This design comes from an exercise in tuning for small area and a short achievable clock period on the open sky130 flow, not from production work. Function was checked by simulation only, so behaviour that the tests miss may differ from the original.

Setup of run 1:
// test_dsp
module test_dsp #(parameter width_in1=26, parameter width_in2=14, parameter width_out=40) (
    input clk_i,
    input signed [width_in1:0] a_i,
    input signed [width_in2:0] b_i,
    input signed [width_out:0] pd_pattern1,
    output signed [width_out:0] c_o,
    output reg ones_o
);
For scale: ~130 I/O pins, ~17000 µm² of cells after synthesis.
export LEC_CHECK = 0
export ABC_AREA = 1
export CAP_MARGIN = 20
export CORE_MARGIN = 2
export CORE_UTILIZATION = 60
export SETUP_SLACK_MARGIN = 3.0
export SLEW_MARGIN = 20
create_clock -name core_clock -period 6.5 [get_ports {clk_i}]
standard.sh (not shown) runs the stock make flow with config.mk's settings and CLKGATE_MAP_FILE= SYNTH_SCRIPT=/design/flow/synth_recipe.tcl, a recipe that flattens the netlist after the stock synthesis.
==> flow/flow/run.sh <==
#!/bin/bash
# Standard ORFS layout, with one extra step between synthesis and floorplan:
# flow/polarity.py removes the polarity inverters that Yosys's full-adder
# extraction leaves between adder cells (full adders are self-dual), and
# swaps gates for their complement cells where that saves an inverter.
# Registers and ports are untouched.
set -euo pipefail
cd "$(dirname "$0")/.."
W=$(pwd)
R=$W/orfs/results/${FLOW_PLATFORM}/test_dsp/base
LIB=${FLOW_HOME}/platforms/${FLOW_PLATFORM}/lib/sky130_fd_sc_hd__tt_025C_1v80.lib
# port buffers: a real buffer cell (buffer_ports otherwise picks a delay cell)
export BUFFER_PORTS_ARGS="-buffer_cell sky130_fd_sc_hd__buf_4"
bash standard.sh synth > "$W/run_synth.log" 2>&1
cp "$R/1_2_yosys.v" "$W/1_2_yosys.standard.v"
python3 flow/polarity.py "$LIB" "$W/1_2_yosys.standard.v" "$R/1_2_yosys.v" > "$W/run_polarity.log" 2>&1
rm -f "$R/1_synth.odb" "$R/1_synth.sdc"
bash standard.sh finish > "$W/run_layout.log" 2>&1
Other scripts of this flow, unchanged in this note and not shown: flow/flow/polarity.py
Run 1: done, clean on timing, DRC and antenna
Modified inputs, run 4 compared to run 1
- swapping 60 for 75 in CORE_UTILIZATION
- clearing ABC_AREA, which used to be 1
- swapping 3.0 for 3.2 in SETUP_SLACK_MARGIN
-- flow/flow/run.sh --
<<< run 1, line 10
R=$W/orfs/results/${FLOW_PLATFORM}/test_dsp/base
LIB=${FLOW_HOME}/platforms/${FLOW_PLATFORM}/lib/sky130_fd_sc_hd__tt_025C_1v80.lib
# port buffers: a real buffer cell (buffer_ports otherwise picks a delay cell)
export BUFFER_PORTS_ARGS="-buffer_cell sky130_fd_sc_hd__buf_4"
bash standard.sh synth > "$W/run_synth.log" 2>&1
cp "$R/1_2_yosys.v" "$W/1_2_yosys.standard.v"
>>> run 4, line 10
R=$W/orfs/results/${FLOW_PLATFORM}/test_dsp/base
LIB=${FLOW_HOME}/platforms/${FLOW_PLATFORM}/lib/sky130_fd_sc_hd__tt_025C_1v80.lib
bash standard.sh synth > "$W/run_synth.log" 2>&1
cp "$R/1_2_yosys.v" "$W/1_2_yosys.standard.v"
## What came out
Delta (run 4 minus run 1): combined area of all synthesized cells has decreased; via count rose 1860; largest driver fanout on the critical path went down. in -> reg as the critical setup path kind was reported by run 1, and reg -> reg by run 4.

test_dsp, a different RTL version from the one above (not shown whole).
For scale: roughly 1500 cells after synthesis, roughly 130 I/O pins, roughly 16000 um2 of cells after synthesis.
Design test_dsp, start of the top module:
module test_dsp #(parameter width_in1=26, parameter width_in2=14, parameter width_out=40) (
    input clk_i,
    input signed [width_in1:0] a_i,
    input signed [width_in2:0] b_i,
    input signed [width_out:0] pd_pattern1,
    output signed [width_out:0] c_o,
    output reg ones_o
);
==> flow/config.mk <==
export PLATFORM = sky130hd
export DESIGN_NAME = test_dsp
export DESIGN_NICKNAME = test_dsp
export VERILOG_FILES = /design/flow/design.v
export SDC_FILE = /design/flow/constraint.sdc
export NUM_CORES = 4
export LEC_CHECK = 0
export ABC_AREA = 1
export CAP_MARGIN = 20
export CORE_MARGIN = 2
export CORE_UTILIZATION = 50
export CTS_BUF_LIST = sky130_fd_sc_hd__clkbuf_8
export CTS_CLUSTER_DIAMETER = 71
export CTS_CLUSTER_SIZE = 12
export SETUP_SLACK_MARGIN = 3.4
export SLEW_MARGIN = 20
==> flow/constraint.sdc <==
create_clock -name core_clock -period 6.5 [get_ports {clk_i}]
set_input_delay 1.3000 -clock core_clock [delete_from_list [all_inputs] [get_ports {clk_i}]]
set_output_delay 1.3000 -clock core_clock [all_outputs]
set_load 0.01 [all_outputs]
==> flow/flow/run.sh <==
#!/bin/bash
# Standard ORFS layout, with one extra step between synthesis and floorplan:
# flow/polarity.py removes the polarity inverters that Yosys's full-adder
# extraction leaves between adder cells (full adders are self-dual), and
# swaps gates for their complement cells where that saves an inverter.
# Registers and ports are untouched.
set -euo pipefail
cd "$(dirname "$0")/.."
W=$(pwd)
R=$W/orfs/results/${FLOW_PLATFORM}/test_dsp/base
LIB=${FLOW_HOME}/platforms/${FLOW_PLATFORM}/lib/sky130_fd_sc_hd__tt_025C_1v80.lib
# port buffers: a real buffer cell (buffer_ports otherwise picks a delay cell)
export BUFFER_PORTS_ARGS="-buffer_cell sky130_fd_sc_hd__buf_2"
bash standard.sh synth > "$W/run_synth.log" 2>&1
cp "$R/1_2_yosys.v" "$W/1_2_yosys.standard.v"
python3 flow/polarity.py "$LIB" "$W/1_2_yosys.standard.v" "$R/1_2_yosys.v" > "$W/run_polarity.log" 2>&1
rm -f "$R/1_synth.odb" "$R/1_synth.sdc"
bash standard.sh finish > "$W/run_layout.log" 2>&1
Other scripts of this flow, unchanged in this note and not shown: flow/flow/polarity.py
The baseline produced a clean layout.
==> next run, changes <==
- ABC_CLOCK_PERIOD_IN_PS: unset -> 2000
- CTS_BUF_LIST: sky130_fd_sc_hd__clkbuf_8 -> unset
- CTS_CLUSTER_DIAMETER: 71 -> unset
- CTS_CLUSTER_SIZE: 12 -> unset
- SETUP_SLACK_MARGIN: 3.4 -> 3.3
The changed run went through all stages and came out clean. Register-to-register slack barely changes. Via count grows by about 0.37%. Cell count is about the same. First-iteration DRC count drops by about 9%. Wire length grows by about 0.37%. Hold slack hardly moves. Clock-buffer cell count came out higher by 9.

test_dsp again, from the RTL that the note above started with.
clock: 6.5 ns
lec_check: 0
abc_area: 1
cap_margin: 20
core_margin: 2
core_utilization: 50
setup_slack_margin: 3.4
slew_margin: 20
Scripts as last shown in full above: flow/flow/run.sh
Other scripts of this flow, unchanged in this note and not shown: flow/flow/polarity.py
Edit:
CORE_UTILIZATION = 40   (was 50)
SETUP_SLACK_MARGIN = 3.3   (was 3.4)
- The new run produced a clean layout
- critical path depth drops by 4
- routed wire length climbs by about 6%
- non-clock buffer count drops by 11
- utilization drops by 13 points
- synthesized cell count does not change
- design area drops by 1.3%
- first-iteration DRC count climbs by about 16%
- final cell count climbs by about 5.5%
- worst setup slack degrades by 63 ps
Edit:
CAP_MARGIN = 5   (was 20)
CORE_UTILIZATION = 50   (was 40)
SLEW_MARGIN = 5   (was 20)
The changed run finished with timing, DRC and antenna clean; via count decreases slightly; sequential share of layout area grows by 0.29 points; worst hold slack barely changes; count of clock-buffer cells in the layout climbs by 3; utilization increases by 12 points; final cell count shrinks by a few percent; die area falls by about a fifth.

test_dsp, a different RTL version from the one above (not shown whole).
Size in the first run: ~1500 cells after synthesis, ~130 I/O pins, ~16000 um2 of cells after synthesis.
==> flow/config.mk <==
export PLATFORM = sky130hd
export DESIGN_NAME = test_dsp
export DESIGN_NICKNAME = test_dsp
export VERILOG_FILES = /design/flow/design.v
export SDC_FILE = /design/flow/constraint.sdc
export NUM_CORES = 4
export LEC_CHECK = 0
export ABC_AREA = 1
export CAP_MARGIN = 20
export CORE_MARGIN = 2
export CORE_UTILIZATION = 60
export CTS_CLUSTER_DIAMETER = 80
export CTS_CLUSTER_SIZE = 20
export SETUP_SLACK_MARGIN = 3.3
export SLEW_MARGIN = 20
==> flow/constraint.sdc <==
create_clock -name core_clock -period 6.5 [get_ports {clk_i}]
set_input_delay 1.3000 -clock core_clock [delete_from_list [all_inputs] [get_ports {clk_i}]]
set_output_delay 1.3000 -clock core_clock [all_outputs]
set_load 0.01 [all_outputs]
Scripts as last shown in full above: flow/flow/run.sh
Other scripts of this flow, unchanged in this note and not shown: flow/flow/polarity.py
The first run produced a clean layout.
Rerun with:
- CTS_CLUSTER_DIAMETER: 80 -> unset
- CTS_CLUSTER_SIZE: 20 -> unset
- SETUP_SLACK_MARGIN: 3.3 -> 3.4
Area after synthesis stays the same.
Cell area increases by a few percent.
Synthesized cell count stays the same.
Routed wire length increases by a few percent.
Register-to-register slack gets better by 0.02 ns.
Setup slack gains 0.10 ns.
Critical path depth grows by 3.

== the baseline ==
test_dsp, a different RTL version from the one above (not shown whole).
For scale: about 130 I/O pins, roughly 15000 sq um of cells after synthesis.
export LEC_CHECK = 0
export ABC_AREA = 1
export CAP_MARGIN = 20
export CORE_MARGIN = 2
export CORE_UTILIZATION = 50
export CTS_BUF_LIST = sky130_fd_sc_hd__clkbuf_8
export CTS_CLUSTER_DIAMETER = 71
export CTS_CLUSTER_SIZE = 12
export SETUP_SLACK_MARGIN = 3.4
export SLEW_MARGIN = 20
create_clock -name core_clock -period 6.5 [get_ports {clk_i}]
==> flow/flow/run.sh <==
#!/bin/bash
# Standard ORFS layout, with one extra step between synthesis and floorplan:
# flow/polarity.py removes the polarity inverters that Yosys's full-adder
# extraction leaves between adder cells (full adders are self-dual), and
# swaps gates for their complement cells where that saves an inverter.
# Before that, flow/cpafix.py splits the full adders Yosys made of the final
# adder's last step (sum and carry of s_i, c_i and the prefix carry) into
# xor2 + a21o, so the late prefix carry passes one gate.
# After it, flow/fapins.py puts each full adder's latest input on its
# fastest pin (CIN), and flow/fanout.py gives the high-fanout Booth digit signals an
# inverter-pair driver.
# Registers and ports are untouched.
set -euo pipefail
cd "$(dirname "$0")/.."
W=$(pwd)
R=$W/orfs/results/${FLOW_PLATFORM}/test_dsp/base
LIB=${FLOW_HOME}/platforms/${FLOW_PLATFORM}/lib/sky130_fd_sc_hd__tt_025C_1v80.lib
# port buffers: a real buffer cell (buffer_ports otherwise picks a delay cell)
export BUFFER_PORTS_ARGS="-buffer_cell sky130_fd_sc_hd__buf_2"
bash standard.sh synth > "$W/run_synth.log" 2>&1
cp "$R/1_2_yosys.v" "$W/1_2_yosys.standard.v"
python3 flow/cpafix.py "$W/1_2_yosys.standard.v" "$W/1_2_yosys.cpafix.v" > "$W/run_cpafix.log" 2>&1
python3 flow/polarity.py "$LIB" "$W/1_2_yosys.cpafix.v" "$W/1_2_yosys.polarity.v" > "$W/run_polarity.log" 2>&1
python3 flow/fapins.py "$W/1_2_yosys.polarity.v" "$W/1_2_yosys.fapins.v" > "$W/run_fapins.log" 2>&1
python3 flow/fanout.py 10 "$W/1_2_yosys.fapins.v" "$R/1_2_yosys.v" > "$W/run_fanout.log" 2>&1
rm -f "$R/1_synth.odb" "$R/1_synth.sdc"
bash standard.sh finish > "$W/run_layout.log" 2>&1
Other scripts of this flow, unchanged in this note and not shown: flow/flow/cpafix.py, flow/flow/fanout.py, flow/flow/fapins.py, flow/flow/polarity.py
The following lists how the candidate was set up differently from the baseline:
- changing SETUP_SLACK_MARGIN from 3.4 to 3.5
==> summary.txt <==
The baseline has lower met2 track demand over resource in global routing than the candidate.
The candidate against the baseline: final area now sits higher; wire length per cell increased 1.5%; fill cell total of the finished layout now smaller.
Post-layout minimum cycle time in the candidate is 0.064 ns lower than in the baseline
On share of the core filled with cells in the final layout: the candidate sits above the baseline.
As far as sequential cell count goes, the baseline and the candidate are indistinguishable; the numbers are identical.
Between the baseline and the candidate, hold slack is lower for the baseline, the candidate comes in above that.
Taking the baseline as the reference point, the fmax of the candidate rises by 2.2%.

==> port drivers added, routing unchanged <==
Ports are ideal in the flow. The routed layouts listed here were re-timed in OpenROAD.
Step 1, drivers: a clkbuf_16 drives clk_i and a buf_2 each remaining input, both assumed.
Step 2 times the ports against the registers' clock, not the clock port: input delays grow and output delays shrink by t, the midpoint of the rising clock arrivals with the driver on.
a / b / c = no drivers / after step 1 / after step 2; a / b = the first two.
| run | shift t [ns] | slack for setup (ns) | slew at the worst register clock pin (ns) | worst data-port slew with drivers (ns) | cell pins on the clock port's net |
|---|---|---|---|---|---|
| run 1 | 0.588 | 3.117 / 3.119 / 2.541 | 0.07 / 0.07 | 0.05 | 1 |
| run 4 | 0.613 | 2.474 / 2.474 / 2.474 | 0.07 / 0.07 | 0.06 | 1 |
| the first run of note 2 | 0.599 | 3.397 / 3.397 / 2.837 | 0.09 / 0.09 | 0.09 | 1 |
| the second run of note 2 | 0.579 | 3.345 / 3.321 / 2.742 | 0.06 / 0.06 | 0.07 | 1 |
| the first run of note 3 | 0.587 | 3.411 / 3.411 / 2.839 | 0.06 / 0.06 | 0.11 | 1 |
| the second run of note 3 | 0.614 | 3.347 / 3.352 / 2.738 | 0.07 / 0.07 | 0.09 | 1 |
| the third run of note 3 | 0.585 | 3.363 / 3.361 / 2.775 | 0.06 / 0.06 | 0.07 | 1 |
| the first run of note 4 | 0.548 | 3.319 / 3.281 / 2.733 | 0.09 / 0.09 | 0.08 | 1 |
| the second run of note 4 | 0.593 | 3.420 / 3.388 / 2.795 | 0.06 / 0.06 | 0.09 | 1 |
| the baseline | 0.585 | 3.469 / 3.424 / 2.839 | 0.09 / 0.09 | 0.09 | 1 |
| the candidate | 0.605 | 3.533 / 3.501 / 2.896 | 0.09 / 0.09 | 0.08 | 1 |
After both steps every run listed still meets setup and hold. The setup slack of the candidate, which loses most, moves by -0.032 ns with the drivers and by -0.637 ns with both steps.
